Context: an optimization exercise on an open-source flow, tuned for small area, a short achievable clock period and few clock cycles per item. The choices shown serve that exercise and are no tape-out recipe. Where RTL was checked, it was by simulation tests only, not by an equivalence proof against the original.

run 1:
==> module SegmentDisplay, before the edit <==
module SegmentDisplay
(
	input [3:0]value,
	output [6:0]Seg_Result
);
	logic [6:0] seg;
	always_comb begin
		case (value)
			4'd0: seg = 7'h40;
			4'd1: seg = 7'h79;
			4'd2: seg = 7'h24;
			4'd3: seg = 7'h30;
			4'd4: seg = 7'h19;
			4'd5: seg = 7'h12;
			4'd6: seg = 7'h02;
			4'd7: seg = 7'h78;
			4'd8: seg = 7'h00;
			default: seg = 7'h10;
		endcase
	end
	assign Seg_Result = seg;
endmodule
==> module Practica_1, before the edit <==
module Practica_1
#(
	parameter NBits = 8,
	parameter N2Bits = NBits*2,
	parameter K = 8,	 
	parameter SW = (K <= 7) ? 15 : 16	 
)
(
	input clk,
	input reset,
	input start,
	input [NBits-1:0] multiplier,
	input [NBits-1:0] multiplicand,
	output [6:0]uni_Seg_out,
	output [6:0]dec_Seg_out,
	output [6:0]cen_Seg_out,
	output [6:0]thou_Seg_out,
	output [6:0]thou2_Seg_out,
	output [6:0]sign_Seg_out,
	output ready
);
wire [14:0] prod;
wire [SW-1:0] bcd_state;
wire minus;
Seq_Multiplier SM1 (.multiplier(multiplier), .multiplicand(multiplicand), .product(prod), .signBit(minus));
BCD_Head #(K) BH1 (.bits_in(prod), .state(bcd_state));
logic [SW-1:0] state_q;
logic minus_q;
logic ready_q;
always_ff @(posedge clk) begin
	state_q <= bcd_state;
	minus_q <= minus;
end
always_ff @(posedge clk, negedge reset) begin
	if (!reset) ready_q <= 1'b0;
	else ready_q <= start;
end
wire [3:0] uni, dec, cen, thou, thou2;
BCD_16Bit #(K) BCD1 (.state(state_q), .uni(uni), .dec(dec), .cen(cen), .thou(thou), .thou2(thou2));
SegmentDisplay SD0 (.value(uni),   .Seg_Result(uni_Seg_out));
SegmentDisplay SD1 (.value(dec),   .Seg_Result(dec_Seg_out));
SegmentDisplay SD2 (.value(cen),   .Seg_Result(cen_Seg_out));
SegmentDisplay SD3 (.value(thou),  .Seg_Result(thou_Seg_out));
SegmentDisplay SD4 (.value(thou2), .Seg_Result(thou2_Seg_out));
assign sign_Seg_out = minus_q ? 7'h3F : 7'h7F;
assign ready = ready_q;
endmodule
==> flow/config.mk <==
export PLATFORM = sky130hd
export DESIGN_NAME = Practica_1
export DESIGN_NICKNAME = Practica_1
export VERILOG_FILES = /design/flow/design.v
export SDC_FILE = /design/flow/constraint.sdc
export NUM_CORES = 4
export LEC_CHECK = 0
export ABC_AREA = 1
export CAP_MARGIN = 20
export CORE_MARGIN = 2
export CORE_UTILIZATION = 40
export SLEW_MARGIN = 20
==> flow/constraint.sdc <==
create_clock -name core_clock -period 12.0 [get_ports {clk}]
set_input_delay 2.4000 -clock core_clock [delete_from_list [all_inputs] [get_ports {clk}]]
set_output_delay 2.4000 -clock core_clock [all_outputs]
set_load 0.01 [all_outputs]
standard.sh (not shown) runs the stock make flow with config.mk's settings and CLKGATE_MAP_FILE= SYNTH_SCRIPT=/design/flow/synth_recipe.tcl, a recipe that flattens the netlist after the stock synthesis.
==> flow/flow/run.sh <==
#!/bin/bash
# The standard layout (standard.sh) with two changes:
#  - synthesis runs flow/my_synth.tcl: the standard flow's synthesis script, except that
#    ABC maps the logic with flow/abc_custom.script and extract_fa is set by
#    flow/fa_mode ("none": adders are left to ABC as plain logic);
#  - port buffers are sky130_fd_sc_hd__buf_2 cells.
# make's output goes to flow_make.log here; each tool's full log is in orfs/logs.
set -euo pipefail
bash standard.sh "SYNTH_SCRIPT=$PWD/flow/my_synth.tcl" \
  "BUFFER_PORTS_ARGS=-buffer_cell sky130_fd_sc_hd__buf_2" finish > flow_make.log 2>&1
==> flow/flow/abc_custom.script <==
strash
dch
map -D 3500
topo
stime -c
buffer -c
upsize -c
dnsize -c
==> flow/flow/fa_mode <==
none
==> flow/flow/my_synth.tcl <==
# The standard synthesis (synth_recipe.tcl) with two changes to how the
# combinational logic is mapped; registers, their names and cell types come
# from the same steps as the standard synthesis:
#  - the ABC call uses abc_custom.script (next to this file) instead of ORFS's
#    abc_area/abc_speed script;
#  - extract_fa runs with the options in fa_mode next to this file (default
#    -fa, full adders only); "none" skips it, leaving adders to ABC.
set ::custom_dir [file dirname [file normalize [info script]]]
set ::custom_abc_script [file join $::custom_dir abc_custom.script]
set ::custom_fa_mode -fa
if {[file exists [file join $::custom_dir fa_mode]]} {
  set f [open [file join $::custom_dir fa_mode]]; set ::custom_fa_mode [string trim [read $f]]; close $f
}
proc abc {args} {
  set i [lsearch -exact $args -script]
  if {$i >= 0} { lset args [expr {$i + 1}] $::custom_abc_script }
  puts "custom abc: $args"
  yosys abc {*}$args
}
proc extract_fa {args} {
  puts "custom extract_fa: $::custom_fa_mode $args"
  if {$::custom_fa_mode ne "none"} { yosys extract_fa {*}$::custom_fa_mode {*}$args }
}
proc synth {args} { yosys synth -nofsm -noshare {*}$args }
source $::env(SCRIPTS_DIR)/synth.tcl
# left out here: clear keep_hierarchy, flatten, clean up, hide names made inside functions, write 1_2_yosys.v
Looking at the reports, run 1 completed the entire flow and the layout it produced met the timing, design-rule and antenna checks.
Testbench counts of run 1, summed over its fixed seeds: cycles 16,000, items 8,000.
Here is what was changed in the inputs of run 2 compared with run 1.
diff --git a/flow/design.v b/flow/design.v
--- a/flow/design.v
+++ b/flow/design.v
@@ -67,24 +67,17 @@
 (
 	input [3:0]value,
 	output [6:0]Seg_Result
 );
-	logic [6:0] seg;
-	always_comb begin
-		case (value)
-			4'd0: seg = 7'h40;
-			4'd1: seg = 7'h79;
-			4'd2: seg = 7'h24;
-			4'd3: seg = 7'h30;
-			4'd4: seg = 7'h19;
-			4'd5: seg = 7'h12;
-			4'd6: seg = 7'h02;
-			4'd7: seg = 7'h78;
-			4'd8: seg = 7'h00;
-			default: seg = 7'h10;
-		endcase
-	end
-	assign Seg_Result = seg;
+	wire d3 = value[3], d2 = value[2], d1 = value[1], d0 = value[0];
+	wire a = d3 | d1 | ~(d2 ^ d0);
+	wire b = ~d2 | ~(d1 ^ d0);
+	wire c = d2 | ~d1 | d0;
+	wire d = d3 | (~d2 & ~d0) | (~d2 & d1) | (d1 & ~d0) | (d2 & ~d1 & d0);
+	wire e = ~d0 & (~d2 | d1);
+	wire f = d3 | (~d1 & ~d0) | (d2 & ~d1) | (d2 & ~d0);
+	wire g = d3 | (d2 ^ d1) | (d1 & ~d0);
+	assign Seg_Result = ~{g, f, e, d, c, b, a};
 endmodule
 module Seq_Multiplier
 (
 	input [7:0] multiplier,
@@ -221,9 +214,9 @@
 module Practica_1
 #(
 	parameter NBits = 8,
 	parameter N2Bits = NBits*2,
-	parameter K = 8,	 
+	parameter K = 7,	 
 	parameter SW = (K <= 7) ? 15 : 16	 
 )
 (
 	input clk,
==> summary.txt <==
Adder-cell share of the synthesized area (higher): run 2. The higher part of the cycle the worst path needs of run 1 and run 2 is in run 2. In the metrics for run 1 and run 2, the one carrying the higher area after synthesis is run 1. For maximum operating frequency, dividing the value from run 1 by the value from run 2 gives 1.08. Relative to run 1, first-iteration DRC count decreased by 23 in run 2. Cell area | run 2 vs run 1 | run 2 smaller. Comparing run 1 and run 2, the higher detailed-routed wire length on met2 was measured on run 1. Going from run 1 to run 2, minimum clock period after layout grows by 0.56 ns. Run 2 and run 1 ended up with roughly the same synthesized cell count.
No functional check of the RTL was part of run 2.

========
Another version of the RTL of Practica_1 (not shown whole).
Size in the first run: roughly 940 cells after synthesis, about 18 flip-flops, about 62 I/O pins.
Settings: LEC_CHECK=0, ABC_AREA=1, CAP_MARGIN=20, CORE_MARGIN=2, CORE_UTILIZATION=40, SLEW_MARGIN=20; clock period 12.0 ns.
Scripts as last shown in full above: flow/flow/run.sh, flow/flow/abc_custom.script, flow/flow/fa_mode, flow/flow/my_synth.tcl
Testbench counts at the start, summed over its fixed seeds: cycles 16,000, items 8,000.
Rerun with:
--- a/flow/design.v
+++ b/flow/design.v
@@ -289,26 +289,24 @@
 wire [14:0] prod;
 wire [SW-1:0] bcd_state;
 wire minus;
 Seq_Multiplier SM1 (.multiplier(multiplier), .multiplicand(multiplicand), .product(prod), .signBit(minus));
 BCD_Head #(K) BH1 (.bits_in(prod), .state(bcd_state));
 logic [SW-1:0] state_q;
-logic minus_q;
 logic ready_q;
 always_ff @(posedge clk) begin
 	state_q <= bcd_state;
-	minus_q <= minus;
 end
 always_ff @(posedge clk, negedge reset) begin
 	if (!reset) ready_q <= 1'b0;
 	else ready_q <= start;
 end
 wire [3:0] uni, dec, cen, thou, thou2;
 BCD_16Bit #(K) BCD1 (.state(state_q), .uni(uni), .dec(dec), .cen(cen), .thou(thou), .thou2(thou2));
 SegmentDisplay SD0 (.value(uni),   .Seg_Result(uni_Seg_out));
 SegmentDisplay SD1 (.value(dec),   .Seg_Result(dec_Seg_out));
 SegmentDisplay SD2 (.value(cen),   .Seg_Result(cen_Seg_out));
 SegmentDisplay SD3 (.value(thou),  .Seg_Result(thou_Seg_out));
 SegmentDisplay SD4 (.value(thou2), .Seg_Result(thou2_Seg_out));
-assign sign_Seg_out = minus_q ? 7'h3F : 7'h7F;
+assign sign_Seg_out = minus ? 7'h3F : 7'h7F;
 assign ready = ready_q;
 endmodule
Outcome:
- The new run ran to the end with no violations
- critical path depth grows by 1
- cell area barely changes
- non-clock buffer count stays the same
- worst hold slack improves by 0.010 ns
- routed wire length goes down by 7.9%
- maximum frequency shrinks by 0.89%
- synthesized area hardly moves
- first-iteration DRC count drops by 2.0%
- setup slack degrades by 0.061 ns
No functional check of the RTL was part of the second run of this note.

========
## lane 1
Practica_1, a different RTL version from the one above (not shown whole).
Size: roughly 790 cells after synthesis, ~17 flip-flops, about 62 I/O pins, about 4600 sq um of cells after synthesis.
==> module Practica_1, before the edit <==
module Practica_1
#(
	parameter NBits = 8,
	parameter N2Bits = NBits*2,
	parameter K = 7		 
)
(
	input clk,
	input reset,
	input start,
	input [NBits-1:0] multiplier,
	input [NBits-1:0] multiplicand,
	output [6:0]uni_Seg_out,
	output [6:0]dec_Seg_out,
	output [6:0]cen_Seg_out,
	output [6:0]thou_Seg_out,
	output [6:0]thou2_Seg_out,
	output [6:0]sign_Seg_out,
	output ready
);
wire [14:0] prod;
wire [14:0] bcd_state;
wire minus;
Seq_Multiplier SM1 (.multiplier(multiplier), .multiplicand(multiplicand), .product(prod), .signBit(minus));
BCD_Head #(K) BH1 (.bits_in(prod), .state(bcd_state));
logic [14:0] state_q;
logic minus_q;
logic ready_q;
always_ff @(posedge clk) begin
	state_q <= bcd_state;
	minus_q <= minus;
end
always_ff @(posedge clk, negedge reset) begin
	if (!reset) ready_q <= 1'b0;
	else ready_q <= start;
end
wire [3:0] uni, dec, cen, thou, thou2;
BCD_16Bit #(K) BCD1 (.state(state_q), .uni(uni), .dec(dec), .cen(cen), .thou(thou), .thou2(thou2));
SegmentDisplay SD0 (.value(uni),   .Seg_Result(uni_Seg_out));
SegmentDisplay SD1 (.value(dec),   .Seg_Result(dec_Seg_out));
SegmentDisplay SD2 (.value(cen),   .Seg_Result(cen_Seg_out));
SegmentDisplay SD3 (.value(thou),  .Seg_Result(thou_Seg_out));
SegmentDisplay SD4 (.value(thou2), .Seg_Result(thou2_Seg_out));
assign sign_Seg_out = minus_q ? 7'h3F : 7'h7F;
assign ready = ready_q;
endmodule
clock: 12.0 ns
lec_check: 0
abc_area: 1
cap_margin: 20
core_margin: 2
core_utilization: 40
slew_margin: 20
==> flow/flow/run.sh <==
#!/bin/bash
# The standard layout (standard.sh), with two changes:
#  - synthesis maps logic with flow/abc_custom.script (see flow/my_synth.tcl);
#  - port buffers are sky130_fd_sc_hd__buf_2 cells.
# make's output goes to flow_make.log here; each tool's full log is under orfs/logs.
set -euo pipefail
bash standard.sh "SYNTH_SCRIPT=$PWD/flow/my_synth.tcl" \
  "BUFFER_PORTS_ARGS=-buffer_cell sky130_fd_sc_hd__buf_2" finish > flow_make.log 2>&1
==> flow/flow/my_synth.tcl <==
# The standard synthesis (synth_recipe.tcl) with two changes to how the
# combinational logic is mapped; registers, their names and cell types come
# from the same steps as the standard synthesis:
#  - the ABC call uses abc_custom.script (next to this file) instead of ORFS's
#    abc_area/abc_speed script;
#  - extract_fa only extracts full adders (no half adders), so that XOR/AND
#    pairs are left to ABC.
set ::custom_dir [file dirname [file normalize [info script]]]
set ::custom_abc_script [file join $::custom_dir abc_custom.script]
set ::custom_fa_mode -fa
if {[file exists [file join $::custom_dir fa_mode]]} {
  set f [open [file join $::custom_dir fa_mode]]; set ::custom_fa_mode [string trim [read $f]]; close $f
}
proc abc {args} {
  set i [lsearch -exact $args -script]
  if {$i >= 0} { lset args [expr {$i + 1}] $::custom_abc_script }
  puts "custom abc: $args"
  yosys abc {*}$args
}
proc extract_fa {args} {
  puts "custom extract_fa: $::custom_fa_mode $args"
  if {$::custom_fa_mode ne "none"} { yosys extract_fa {*}$::custom_fa_mode {*}$args }
}
proc synth {args} { yosys synth -nofsm -noshare {*}$args }
source $::env(SCRIPTS_DIR)/synth.tcl
# left out here: clear keep_hierarchy, flatten, clean up, hide names made inside functions, write 1_2_yosys.v
Scripts as last shown in full above: flow/flow/abc_custom.script
Lane 1 closes out successfully: all stages finished, all timing, DRC and antenna checks passed.
## Diff of input files: lane 2 against lane 1
--- a/flow/design.v
+++ b/flow/design.v
@@ -272,9 +272,9 @@
 module Practica_1
 #(
 	parameter NBits = 8,
 	parameter N2Bits = NBits*2,
-	parameter K = 7		 
+	parameter K = 5		 
 )
 (
 	input clk,
 	input reset,
Results
Headroom to the max-slew limit, lane 1 and lane 2: larger value in lane 1. Relative to lane 1, placed wire-length estimate after detailed placement has increased by 16% in lane 2. Lane 2 vs lane 1 — critical path depth dropped by more than 10%. Lane 1 → lane 2: x dimension of the die saw a decrease; final RePlAce weighted congestion -about 5%; multi-input gate area in the final layout went down by 58 sq um; met2 capacity usage during global routing increased 9.9 points. Comparing lane 1 and lane 2, the lower global-route usage was measured on lane 1. Total detailed-routing wirelength deteriorates in lane 2 relative to lane 1. Re highest clock frequency the design can meet: lane 2 is 9.3 MHz up on lane 1.
No functional check of the RTL was part of any run of this note.

-- what the ideal ports hide --
How much do the figures lean on ideal ports? The routed layouts below were timed once more, with nothing changed but the port constraints.
Step 1 sets driving cells, clkbuf_16 on the clock port and buf_2 on the other inputs (assumed; they add their load-dependent delay and slew).
Step 2 adds t to the input delays and takes it off the output delays; t is the mean of the earliest and latest rising clock arrival at the registers after step 1. Input paths then give back, and output paths get back, about the clock's delay inside the block.
Slacks: no drivers / after step 1 / after step 2; pairs: no drivers / after step 1.
run	shift t [ns]	setup WS [ns]	cell pins on the clock port's net
run 1	0.274	5.358 / 5.331 / 5.333	1
run 2	0.274	4.799 / 4.773 / 5.047	1
the first run of note 2	0.287	5.224 / 5.233 / 4.946	1
the second run of note 2	0.277	5.163 / 5.173 / 4.897	1
lane 1	0.282	3.925 / 3.940 / 3.657	1
lane 2	0.278	4.490 / 4.494 / 4.216	1
After both steps every run listed still meets setup and hold. The setup slack of the first run of note 2, which loses most, moves by +0.009 ns with the drivers and by -0.278 ns with both steps.
